Source: an optimization exercise on an open RTL-to-GDS flow (aim: small area). Production flows keep margins and buffers that such runs may drop. At most, simulation tests tie the RTL to the original design; equivalence was not proved. The flow treats the clock pin as an ideal source. Dropping or thinning the clock tree relies on that and would not hold on a real chip. Power and IR drop assume default switching activity.

## spi_master
module spi_master
  # (
    parameter SYSTEM_CLK_FREQ = 100_000_000,
    parameter SCLK_FREQ       = 1_000_000,
    parameter SYSTEM_CLK_PER  = 10,
    parameter MIN_CS_SETUP    = 100,
    parameter MIN_CS_HOLD     = 20,
    parameter MIN_CS_DISABLE  = 20,
    parameter CPOL            = 1'b0,
    parameter CPHA            = 1'b0,
    parameter SPI_DATA_WIDTH  = 8,
    parameter CS_DEVICE_COUNT = 1)
  (
    input  clkIn,
    input  rstIn,
    input  enIn,
    output busyOut,
    input  loadDataIn,
    output validDataOut,
    input  [SPI_DATA_WIDTH-1:0] dataRxIn,
    output [SPI_DATA_WIDTH-1:0] dataTxOut,
    output spiClkOut,
    output [CS_DEVICE_COUNT-1:0] spiCsLowOut,
    output spiMosiOut,
    input  spiMisoIn);
==> flow/config.mk <==
export PLATFORM = sky130hd
export DESIGN_NAME = spi_master
export DESIGN_NICKNAME = spi_master
export VERILOG_FILES = /design/flow/design.v
export SDC_FILE = /design/flow/constraint.sdc
export NUM_CORES = 4
export LEC_CHECK = 0
export CAP_MARGIN = 20
export CORE_MARGIN = 2
export CORE_UTILIZATION = 40
export SLEW_MARGIN = 20
==> flow/constraint.sdc <==
create_clock -name core_clock -period 6.0 [get_ports {clkIn}]
set_input_delay 1.2000 -clock core_clock [delete_from_list [all_inputs] [get_ports {clkIn}]]
set_output_delay 1.2000 -clock core_clock [all_outputs]
set_load 0.01 [all_outputs]
standard.sh (not shown) runs the stock make flow with config.mk's settings and CLKGATE_MAP_FILE= SYNTH_SCRIPT=/design/flow/synth_recipe.tcl, a recipe that flattens the netlist after the stock synthesis.
==> flow/flow/run.sh <==
#!/bin/bash
set -euo pipefail
export BUFFER_PORTS_ARGS="-buffer_cell sky130_fd_sc_hd__buf_1"
bash standard.sh > standard.log 2>&1
The baseline completed without violations.
Edit:
==> flow/flow/run.sh (replaced) <==
#!/bin/bash
# The standard layout with two changes:
#  - yosys maps the logic with an area-oriented ABC script (flow/abc_area.script)
#  - the port buffers are the smallest buffer cell
set -euo pipefail
rm -rf scripts
cp -r "$FLOW_HOME/scripts" scripts
cp flow/abc_area.script scripts/abc_speed.script
export SCRIPTS_DIR="$PWD/scripts"
export BUFFER_PORTS_ARGS="-buffer_cell sky130_fd_sc_hd__buf_1"
bash standard.sh > standard.log 2>&1
==> flow/flow/abc_area.script (new file) <==
strash
&get -n
&st
&dc2
&dch -f
&nf -R 1000 -a
&put
After rerunning: Die area drops by 6.1%. Via count drops by 7.2%. Worst setup slack gains 0.0088 ns. Worst hold slack loses 0.0045 ns. Routed wire length drops by 11%. First-iteration DRC count drops by 63%. Power drops by 2.7%. Flip-flop and latch count stays the same. Sequential share of layout area climbs by 2.3 points. Count of clock-buffer cells in the layout stays the same.
Edit:
--- a/flow/flow/run.sh
+++ b/flow/flow/run.sh
@@ -9,3 +9,4 @@
 export SCRIPTS_DIR="$PWD/scripts"
 export BUFFER_PORTS_ARGS="-buffer_cell sky130_fd_sc_hd__buf_1"
+export CTS_ARGS="-sink_clustering_enable -sink_clustering_size 40 -sink_clustering_max_diameter 500 -buf_list sky130_fd_sc_hd__clkbuf_8 -root_buf sky130_fd_sc_hd__clkbuf_8 -dont_use_dummy_load -repair_clock_nets"
 bash standard.sh > standard.log 2>&1
The changed run completed with no timing, DRC or antenna violations.
Synthesized area stays the same.
Register-to-register slack hardly moves.
Global-route usage decreases by 0.70 points.
Final area is higher by 0.64%.
Synthesized cell count does not change.
Edit:
--- a/flow/flow/run.sh
+++ b/flow/flow/run.sh
@@ -9,4 +9,4 @@
 export SCRIPTS_DIR="$PWD/scripts"
 export BUFFER_PORTS_ARGS="-buffer_cell sky130_fd_sc_hd__buf_1"
-export CTS_ARGS="-sink_clustering_enable -sink_clustering_size 40 -sink_clustering_max_diameter 500 -buf_list sky130_fd_sc_hd__clkbuf_8 -root_buf sky130_fd_sc_hd__clkbuf_8 -dont_use_dummy_load -repair_clock_nets"
+export CTS_ARGS="-sink_clustering_enable -sink_clustering_size 40 -sink_clustering_max_diameter 500 -buf_list sky130_fd_sc_hd__clkbuf_4 -root_buf sky130_fd_sc_hd__clkbuf_4 -dont_use_dummy_load -repair_clock_nets"
 bash standard.sh > standard.log 2>&1
Routed wire length rises by 2.1%; final area goes down by 2.3%; fmax fell by 2.4%; first-iteration DRC count came out lower by 50%; utilization falls by 1.1 points; count of clock-buffer cells in the layout is unchanged.
No run of this note included a check of the RTL's function; only the layout flow was run.

========
alpha:
spi_master, a different RTL version from the one above (not shown whole).
For scale: ~110 cells after synthesis, about 29 flip-flops, ~26 I/O pins, roughly 1000 sq um of cells after synthesis.
Settings: LEC_CHECK=0, CAP_MARGIN=20, CORE_AREA=2.3 2.72 67.62 67.28, DIE_AREA=0 0 70 70, GPL_TIMING_DRIVEN=0, PLACE_DENSITY=0.85, SLEW_MARGIN=20; clock period 6.0 ns.
==> flow/flow/run.sh <==
#!/bin/bash
# The standard layout (standard.sh) with these changes:
#  - yosys maps the logic with an area-oriented ABC script (flow/abc_area.script)
#    and leaves adders to ABC instead of mapping them to half/full-adder cells
#  - the port buffers are the smallest buffer cell
#  - the clock is buffered by a few clock buffers placed by flow/cts_manual.tcl
#    instead of TritonCTS's H-tree
# ORFS writes each step's full log under orfs/logs; make's output goes to standard.log.
set -euo pipefail
rm -rf scripts
cp -r "$FLOW_HOME/scripts" scripts
cp flow/abc_area.script scripts/abc_speed.script
sed -i 's#^log_cmd clock_tree_synthesis {\*}\$cts_args#source $::env(CTS_MANUAL_TCL)#' scripts/cts.tcl
grep -q CTS_MANUAL_TCL scripts/cts.tcl
export SCRIPTS_DIR="$PWD/scripts"
export ADDER_MAP_FILE=
export BUFFER_PORTS_ARGS="-buffer_cell sky130_fd_sc_hd__buf_1"
export CTS_MANUAL_TCL="$PWD/flow/cts_manual.tcl"
export CTS_MANUAL_K=1
export CTS_MANUAL_CELL=sky130_fd_sc_hd__buf_12
export CTS_CLOCK_PORT=clkIn
bash standard.sh > standard.log 2>&1
==> flow/flow/cts_manual.tcl <==
# Replaces TritonCTS: the clock port drives CTS_MANUAL_K buffers of type
# CTS_MANUAL_CELL, each placed at the centre of its group of registers
# (groups are runs of registers sorted by x).
set dbu [[ord::get_db_tech] getDbUnitsPerMicron]
set clk_port_net [get_nets $::env(CTS_CLOCK_PORT)]
set sinks {}
foreach pin [get_pins -of_objects $clk_port_net -filter "direction==input"] {
  set inst [[sta::sta_to_db_pin $pin] getInst]
  set bb [$inst getBBox]
  lappend sinks [list [expr {([$bb xMin] + [$bb xMax]) / 2.0 / $dbu}] \
                      [expr {([$bb yMin] + [$bb yMax]) / 2.0 / $dbu}] $pin]
}
set k $::env(CTS_MANUAL_K)
set sorted [lsort -real -index 0 $sinks]
set n [llength $sorted]
for {set g 0} {$g < $k} {incr g} {
  set grp [lrange $sorted [expr {$g * $n / $k}] [expr {($g + 1) * $n / $k - 1}]]
  set sx 0.0
  set sy 0.0
  set pins {}
  foreach s $grp {
    set sx [expr {$sx + [lindex $s 0]}]
    set sy [expr {$sy + [lindex $s 1]}]
    lappend pins [lindex $s 2]
  }
  set m [llength $grp]
  log_cmd insert_buffer -buffer_cell $::env(CTS_MANUAL_CELL) -net [get_full_name $clk_port_net] \
    -load_pins $pins -location [list [expr {$sx / $m}] [expr {$sy / $m}]] \
    -buffer_name clkbuf_manual_$g -net_name clknet_manual_$g
}
foreach net [[ord::get_db_block] getNets] {
  if {[string match "clknet_manual_*" [$net getName]] || [$net getName] == [get_full_name $clk_port_net]} {
    $net setSigType CLOCK
  }
}
set_propagated_clock [all_clocks]
Other scripts of this flow, unchanged in this note and not shown: flow/flow/abc_area.script
Setup changes, alpha to beta
diff --git a/flow/flow/run.sh b/flow/flow/run.sh
--- a/flow/flow/run.sh
+++ b/flow/flow/run.sh
@@ -18,4 +18,4 @@
 export CTS_MANUAL_TCL="$PWD/flow/cts_manual.tcl"
-export CTS_MANUAL_K=1
-export CTS_MANUAL_CELL=sky130_fd_sc_hd__buf_12
+export CTS_MANUAL_K=3
+export CTS_MANUAL_CELL=sky130_fd_sc_hd__clkbuf_4
 export CTS_CLOCK_PORT=clkIn
Notes after the runs:
| power dissipated by switching net loads | alpha vs beta | ≈ equal |
The worst hold slack was comparable across beta and alpha.
Total non-filler cell area in the finished layout: beta vs alpha — no meaningful difference
Part of the power in the clock network (beta over alpha): decrease, 0.8 points
The final critical-path share of the clock period number comes out lower for beta vs alpha.
The final worst slack number comes out higher for beta vs alpha.
The amount of wire on met3 after detailed routing reported for beta is greater than that of alpha by 12 um.
beta | status: complete | timing, DRC, antenna: pass
[beta] routed wire length rose 36 um relative to alpha
Between beta and alpha, the core utilization of the finished layout figures differ only marginally.
Compared with alpha, beta shows a higher wire length of the first global-routing pass.
No run of this note takes its clock network from TritonCTS; it comes from the design's own scripts or RTL.

========
## run 1
Another version of the RTL of spi_master (not shown whole).
Size in the first run: ~26 I/O pins, roughly 1100 sq um of cells after synthesis.
export LEC_CHECK = 0
export CAP_MARGIN = 20
export CORE_AREA = 2.3 2.72 67.62 67.28
export DIE_AREA = 0 0 70 70
export GPL_TIMING_DRIVEN = 0
export PLACE_DENSITY = 0.85
export SLEW_MARGIN = 20
create_clock -name core_clock -period 6.0 [get_ports {clkIn}]
==> flow/flow/run.sh <==
#!/bin/bash
# The standard layout (standard.sh) with these changes:
#  - yosys maps the logic with an area-oriented ABC script (flow/abc_area.script)
#    and leaves adders to ABC instead of mapping them to half/full-adder cells
#  - the port buffers are the smallest buffer cell
#  - the clock is buffered by a few clock buffers placed by flow/cts_manual.tcl
#    instead of TritonCTS's H-tree
# ORFS writes each step's full log under orfs/logs; make's output goes to standard.log.
set -euo pipefail
rm -rf scripts
cp -r "$FLOW_HOME/scripts" scripts
cp flow/abc_area.script scripts/abc_speed.script
sed -i 's#^log_cmd clock_tree_synthesis {\*}\$cts_args#source $::env(CTS_MANUAL_TCL)#' scripts/cts.tcl
grep -q CTS_MANUAL_TCL scripts/cts.tcl
export SCRIPTS_DIR="$PWD/scripts"
export ADDER_MAP_FILE=
export BUFFER_PORTS_ARGS="-buffer_cell sky130_fd_sc_hd__buf_1"
export CTS_MANUAL_TCL="$PWD/flow/cts_manual.tcl"
export CTS_MANUAL_K=3
export CTS_MANUAL_CELL=sky130_fd_sc_hd__clkbuf_4
export CTS_CLOCK_PORT=clkIn
bash standard.sh > standard.log 2>&1
==> flow/flow/abc_area.script <==
strash
&get -n
&st
&dc2
&dch -f
&nf -R 1000 -a
&put
Scripts as last shown in full above: flow/flow/cts_manual.tcl
Edits applied to the flow inputs when going from run 1 to run 2:
- PLACE_DENSITY: 0.85 -> unset
Results
- As far as tap cell count goes, run 2 and run 1 are indistinguishable; the numbers are identical.
- Final period utilization in run 2 is 0.22 points above run 1.
- Power consumption ended up about 1.6% higher on run 2 than on run 1.
- Run 2 vs run 1 — worst ir drop on vdd dropped by more than 10%
- Summary of run 2 over run 1: actual transition at the worst max-transition pin lost 0.011 ns; combinational share of power about even; global routing met1 resource utilization shows an increase of 0.77 points.
The following lists how run 3 was set up differently from run 2:
- setting PLACE_DENSITY to 0.85 for the first time
==> flow/flow/abc_area.script <==
strash
&get -n
&st
&deepsyn -T 60
&dch -f
&nf -R 1000 -a
&put
mfs3 -a
Notes after the runs:
- Via count of the routed design for run 3 is lower than for run 2.
- Summary: with run 2 as the reference, count of non-filler cells in the finished layout in run 3 moved down slightly.
- From run 2 to run 3, final hold violation count did not move at all.
- STATUS worst setup slack: run 3 loses against run 2
- Side by side, global routing usage on met1 turned out lower in run 3 than in run 2.
In every run of this note, the design's own scripts or RTL, not TritonCTS, make the clock network.

[afterwards: timing with drivers on the ports]
In the flow no input, the clock included, has a driving cell. The finished layouts below were timed again as built, in two steps.
Step 1, drivers: a clkbuf_16 drives clkIn and a buf_2 each remaining input, both assumed.
Step 2 moves the port delays by t, midway between the first and last clock arrival at a register: inputs arrive t later, outputs are due t later. That takes back most of the time a late clock gives input paths.
Three values: ideal ports, drivers, drivers and shift; two values: the first two.
| run | t, ns | slack for setup (ns) | worst register clock-pin slew, ns |
|---|---|---|---|
| the first run of note 1 | 0.340 | 3.385 / 3.364 / 3.502 | 0.09 / 0.09 |
| the second run of note 1 | 0.348 | 3.394 / 3.369 / 3.519 | 0.09 / 0.09 |
| the third run of note 1 | 0.287 | 3.470 / 3.447 / 3.513 | 0.06 / 0.06 |
| the fourth run of note 1 | 0.339 | 3.407 / 3.382 / 3.517 | 0.09 / 0.09 |
| alpha | 0.172 | 3.242 / 3.242 / 3.242 | 0.11 / 0.11 |
| beta | 0.192 | 3.270 / 3.270 / 3.270 | 0.11 / 0.11 |
| run 1 | 0.189 | 2.890 / 2.890 / 2.890 | 0.11 / 0.11 |
| run 2 | 0.199 | 2.877 / 2.877 / 2.877 | 0.12 / 0.12 |
| run 3 | 0.189 | 2.830 / 2.830 / 2.830 | 0.11 / 0.11 |
After both steps setup and hold are still met in every run listed.
